Source: an optimization exercise on an open RTL-to-GDS flow (aim: small area). Production flows keep margins and buffers that such runs may drop.
At most, simulation tests tie the RTL to the original design; equivalence was not proved.

==> flow/design.v (excerpt) <==
module SR_full_top(input [13:0] ini,
                   input [13:0] inq,
                   input clk,
                   input reset,
                   input start,
                   output [9:0] out0,
                   output [9:0] out1,
                   output [3:0] classification_result,
                   output [23:0] regression_result,
                   output done,
                   output frame_end
    );
    wire [7:0] q;
    wire run;
    SR_chain_control ctl(.clk(clk), .reset(reset), .start(start), .q(q), .run(run),
                         .frame_end(frame_end), .done(done));
    wire [9:0] mag, arg;
    cordic_rtop cordic(.i_clk(clk), .i_xval(ini), .i_yval(inq), .o_mag(mag), .o_phase(arg));
    wire clr = (q == 8'd247);
    wire inc_abs, inc_arg;
    SR_chain #(.PH(0)) hist_abs(.clk(clk), .clr(clr), .code(mag), .inc(inc_abs));
    SR_chain #(.PH(1)) hist_arg(.clk(clk), .clr(clr), .code(arg), .inc(inc_arg));
    wire [6:0] c_arg, c_abs;
    DBSCAN_ARG cnt_arg(.clk(clk), .clr(clr), .inc(inc_arg), .load(q == 8'd1), .count(c_arg), .out(out0));
    DBSCAN_ARG cnt_abs(.clk(clk), .clr(clr), .inc(inc_abs), .load(q == 8'd1), .count(c_abs), .out(out1));
    mlp_24bit_scalable mlp(.clk(clk), .q(q), .c0(c_arg), .c1(c_abs),
                           .classification_result(classification_result),
                           .regression_result(regression_result));
endmodule
==> module mlp_24bit_scalable, before the edit <==
module mlp_24bit_scalable (
    input  wire        clk,
    input  wire [7:0]  q,
    input  wire [6:0]  c0,
    input  wire [6:0]  c1,
    output wire [3:0]  classification_result,
    output wire [23:0] regression_result
);
    localparam W0 = 12, W1 = 11, W2 = 15;    
    wire hid  = (q >= 8'd31) & (q <= 8'd37);
    wire hid0 = (q == 8'd31);
    wire xfer = (q == 8'd38);
    reg [3:0] b;       
    reg [3:0] k;       
    wire bl = (b == 4'd13);
    always @(posedge clk) begin
        b <= (xfer | bl) ? 4'd0 : b + 4'd1;
        k <= xfer ? 4'd0 : k + {3'd0, bl};
    end
    wire have = (b == 4'd0) & (q >= 8'd53);     
    wire [2:0] cs = q[2:0] + 3'd1;
    wire cb0 = c0[cs];
    wire cb1 = c1[cs];
    reg [13:0] h0, h1, h2;
    localparam [38*16-1:0] VROM = 608'b11111100011101011111011110000010011100111111000111010111110111100000100111001111111011011011111001000100000111000011100001000001111110111101000000111101101100000110101111101000001111111100101110110010011101110010000100000001111111000110101000111010110100111111001110111111111010011111000111011111110100111111111110011010000110011011111001111000000000010100100000010100000001011010111010100101100000000000000000001101001101010111011100000001000111111101110011111111010101000001101100111101110101111111110110001000100000101110101100011111110110000010100000100110001001101100000001100111011111100011000001000000;
    wire [37:0] vk = VROM[k*38 +: 38];
    wire [W0-1:0] v0 = vk[11:0];
    wire [W1-1:0] v1 = vk[22:12];
    wire [W2-1:0] v2 = vk[37:23];
    reg [W0-1:0] d0; reg [W1-1:0] d1; reg [W2-1:0] d2;
    always @* begin
        if (hid) begin
            case ({cb1, cb0})
            2'b00: begin d0 = 0;   d1 = 0;   d2 = 0;   end
            2'b01: begin d0 = 50;  d1 = -10; d2 = -72; end
            2'b10: begin d0 = -22; d1 = 95;  d2 = 98;  end
            default: begin d0 = 28; d1 = 85; d2 = 26; end
            endcase
        end else begin
            d0 = h0[0] ? v0 : {W0{1'b0}};
            d1 = h1[0] ? v1 : {W1{1'b0}};
            d2 = h2[0] ? v2 : {W2{1'b0}};
        end
    end
    wire first = hid ? hid0 : (b == 4'd0);
    wire [W0-1:0] i0 = hid ? -12'sd1110 : 12'd0;
    wire [W1-1:0] i1 = hid ? -11'sd380 : 11'd0;
    wire [W2-1:0] i2 = hid ? 15'sd2010 : 15'd0;
    reg [W0-1:0] A0; reg [6:0] L0;
    reg [W1-1:0] A1; reg [6:0] L1;
    reg [W2-1:0] A2; reg [6:0] L2;
    wire [W0:0] s0; wire [W1:0] s1; wire [W2:0] s2;
    mlp_radd #(W0) ad0(.a(first ? i0 : A0), .b(d0), .s(s0));
    mlp_radd #(W1) ad1(.a(first ? i1 : A1), .b(d1), .s(s1));
    mlp_radd #(W2) ad2(.a(first ? i2 : A2), .b(d2), .s(s2));
    always @(posedge clk) begin
        A0 <= s0[W0:1]; L0 <= {s0[0], L0[6:1]};
        A1 <= s1[W1:1]; L1 <= {s1[0], L1[6:1]};
        A2 <= s2[W2:1]; L2 <= {s2[0], L2[6:1]};
    end
    wire [W0+6:0] f0 = {A0, L0};
    wire [W1+6:0] f1 = {A1, L1};
    wire [W2+6:0] f2 = {A2, L2};
    always @(posedge clk) begin
        h0 <= xfer ? (f0[W0+6] ? 14'd0 : f0[13:0]) : {h0[0], h0[13:1]};
        h1 <= xfer ? (f1[W1+6] ? 14'd0 : f1[13:0]) : {h1[0], h1[13:1]};
        h2 <= xfer ? (f2[W2+6] ? 14'd0 : f2[13:0]) : {h2[0], h2[13:1]};
    end
    localparam [16*16-1:0] OBROM = 256'b1110011110010110111101110011000111111111011110110000100010100101000001100011111100001110101010010000101101110110111111110110011011101110110100101111101010101111000001010011101100000011101001010000100000000010000100010111010011111011010010001110011110010110;
    wire [15:0] obk = OBROM[k*16 +: 16];
    wire [22:0] e0 = {{(23-W0-7){f0[W0+6]}}, f0};
    wire [22:0] e1 = {{(23-W1-7){f1[W1+6]}}, f1};
    wire [22:0] e2 = {{(23-W2-7){f2[W2+6]}}, f2};
    wire [22:0] e3 = {{7{obk[15]}}, obk};
    wire [22:0] p1 = e0 ^ e1 ^ e2;
    wire [22:0] g1 = {(e0[21:0] & e1[21:0]) | (e2[21:0] & (e0[21:0] ^ e1[21:0])), 1'b0};
    wire [22:0] p2 = p1 ^ g1 ^ e3;
    wire [22:0] g2 = {(p1[21:0] & g1[21:0]) | (e3[21:0] & (p1[21:0] ^ g1[21:0])), 1'b0};
    wire [23:0] ok;
    mlp_radd #(23) ads(.a(p2), .b(g2), .s(ok));
    reg [15:0] okr;
    reg        fits;
    reg        cmpv;      
    always @(posedge clk) begin
        okr <= ok[15:0];
        fits <= (ok[22:15] == 8'h00) | (ok[22:15] == 8'hff);
        cmpv <= have;
    end
    reg [15:0] maxv;
    reg [3:0] maxi;
    reg [15:0] reg0;
    wire [15:0] ma = {~maxv[15], maxv[14:0]};
    wire [15:0] ob = {okr[15], ~okr[14:0]};
    wire [16:0] cc;
    assign cc[0] = 1'b1;
    genvar j;
    generate for (j = 0; j < 16; j = j + 1) begin : cmp
        assign cc[j+1] = (ma[j] & ob[j]) | (cc[j] & (ma[j] | ob[j]));
    end endgenerate
    wire gt = fits & ~cc[16];
    always @(posedge clk) begin
        if (cmpv) begin
            if (k == 4'd1) begin
                maxv <= okr; maxi <= 4'd0; reg0 <= okr;
            end else if (gt) begin
                maxv <= okr; maxi <= k - 4'd1;
            end
        end
    end
    assign classification_result = maxi;
    assign regression_result = {{8{reg0[15]}}, reg0};
endmodule
clock: 10.0 ns
lec_check: 0
cap_margin: 20
core_margin: 2
core_utilization: 40
cts_buf_list: sky130_fd_sc_hd__clkbuf_8
cts_cluster_diameter: 100
cts_cluster_size: 12
place_density: 0.5
slew_margin: 20
run.sh (not shown) runs the stock make flow with config.mk's settings and CLKGATE_MAP_FILE= SYNTH_SCRIPT=/design/flow/synth_recipe.tcl, a recipe that flattens the netlist after the stock synthesis.
==> next run, changes <==
--- a/flow/design.v
+++ b/flow/design.v
@@ -240,19 +240,12 @@
     wire [22:0] g2 = {(p1[21:0] & g1[21:0]) | (e3[21:0] & (p1[21:0] ^ g1[21:0])), 1'b0};
     wire [23:0] ok;
     mlp_radd #(23) ads(.a(p2), .b(g2), .s(ok));
-    reg [15:0] okr;
-    reg        fits;
-    reg        cmpv;      
-    always @(posedge clk) begin
-        okr <= ok[15:0];
-        fits <= (ok[22:15] == 8'h00) | (ok[22:15] == 8'hff);
-        cmpv <= have;
-    end
     reg [15:0] maxv;
     reg [3:0] maxi;
     reg [15:0] reg0;
+    wire fits = (ok[22:15] == 8'h00) | (ok[22:15] == 8'hff);
     wire [15:0] ma = {~maxv[15], maxv[14:0]};
-    wire [15:0] ob = {okr[15], ~okr[14:0]};
+    wire [15:0] ob = {ok[15], ~ok[14:0]};
     wire [16:0] cc;
     assign cc[0] = 1'b1;
     genvar j;
@@ -261,11 +254,11 @@
     end endgenerate
     wire gt = fits & ~cc[16];
     always @(posedge clk) begin
-        if (cmpv) begin
+        if (have) begin
             if (k == 4'd1) begin
-                maxv <= okr; maxi <= 4'd0; reg0 <= okr;
+                maxv <= ok[15:0]; maxi <= 4'd0; reg0 <= ok[15:0];
             end else if (gt) begin
-                maxv <= okr; maxi <= k - 4'd1;
+                maxv <= ok[15:0]; maxi <= k - 4'd1;
             end
         end
     end
The new run ran to the end with violations: negative setup slack. Via count came out lower by 7.2%. Synthesized area fell by 1.4%. Setup slack gets worse by 0.46 ns. Sequential share of layout area climbs by 0.68 points. Non-clock buffer count is lower by 105. Die area fell by 1.4%. Design area decreases by about 1.9%. Core utilization decreases by 0.13 points. Synthesized cell count shrinks by about 3%. Flip-flop and latch count goes down by 18. Routed wire length decreases by 15%.
No functional check of the RTL was part of the second run of this note.

==> afterwards: timing with drivers on the ports <==
Ports are ideal in the flow. The routed layouts listed here were re-timed in OpenROAD.
Step 1 assumes that a clkbuf_16 drives the clock port and a buf_2 every other input.
Step 2, shift: input delay + t, output delay - t, t = (earliest + latest rising clock arrival at the registers) / 2. This alone moves slack from input paths to output paths.
Three values: ideal, step 1, step 2; two values: the first two.
| run | t, ns | slack for setup (ns) | hold WS [ns] |
|---|---|---|---|
| the first run | 1.288 | 0.212 / 0.212 / 0.212 | 0.248 / 0.248 / 0.248 |
| the second run | 1.247 | -0.245 / -0.245 / -0.245 | 0.310 / 0.310 / 0.310 |
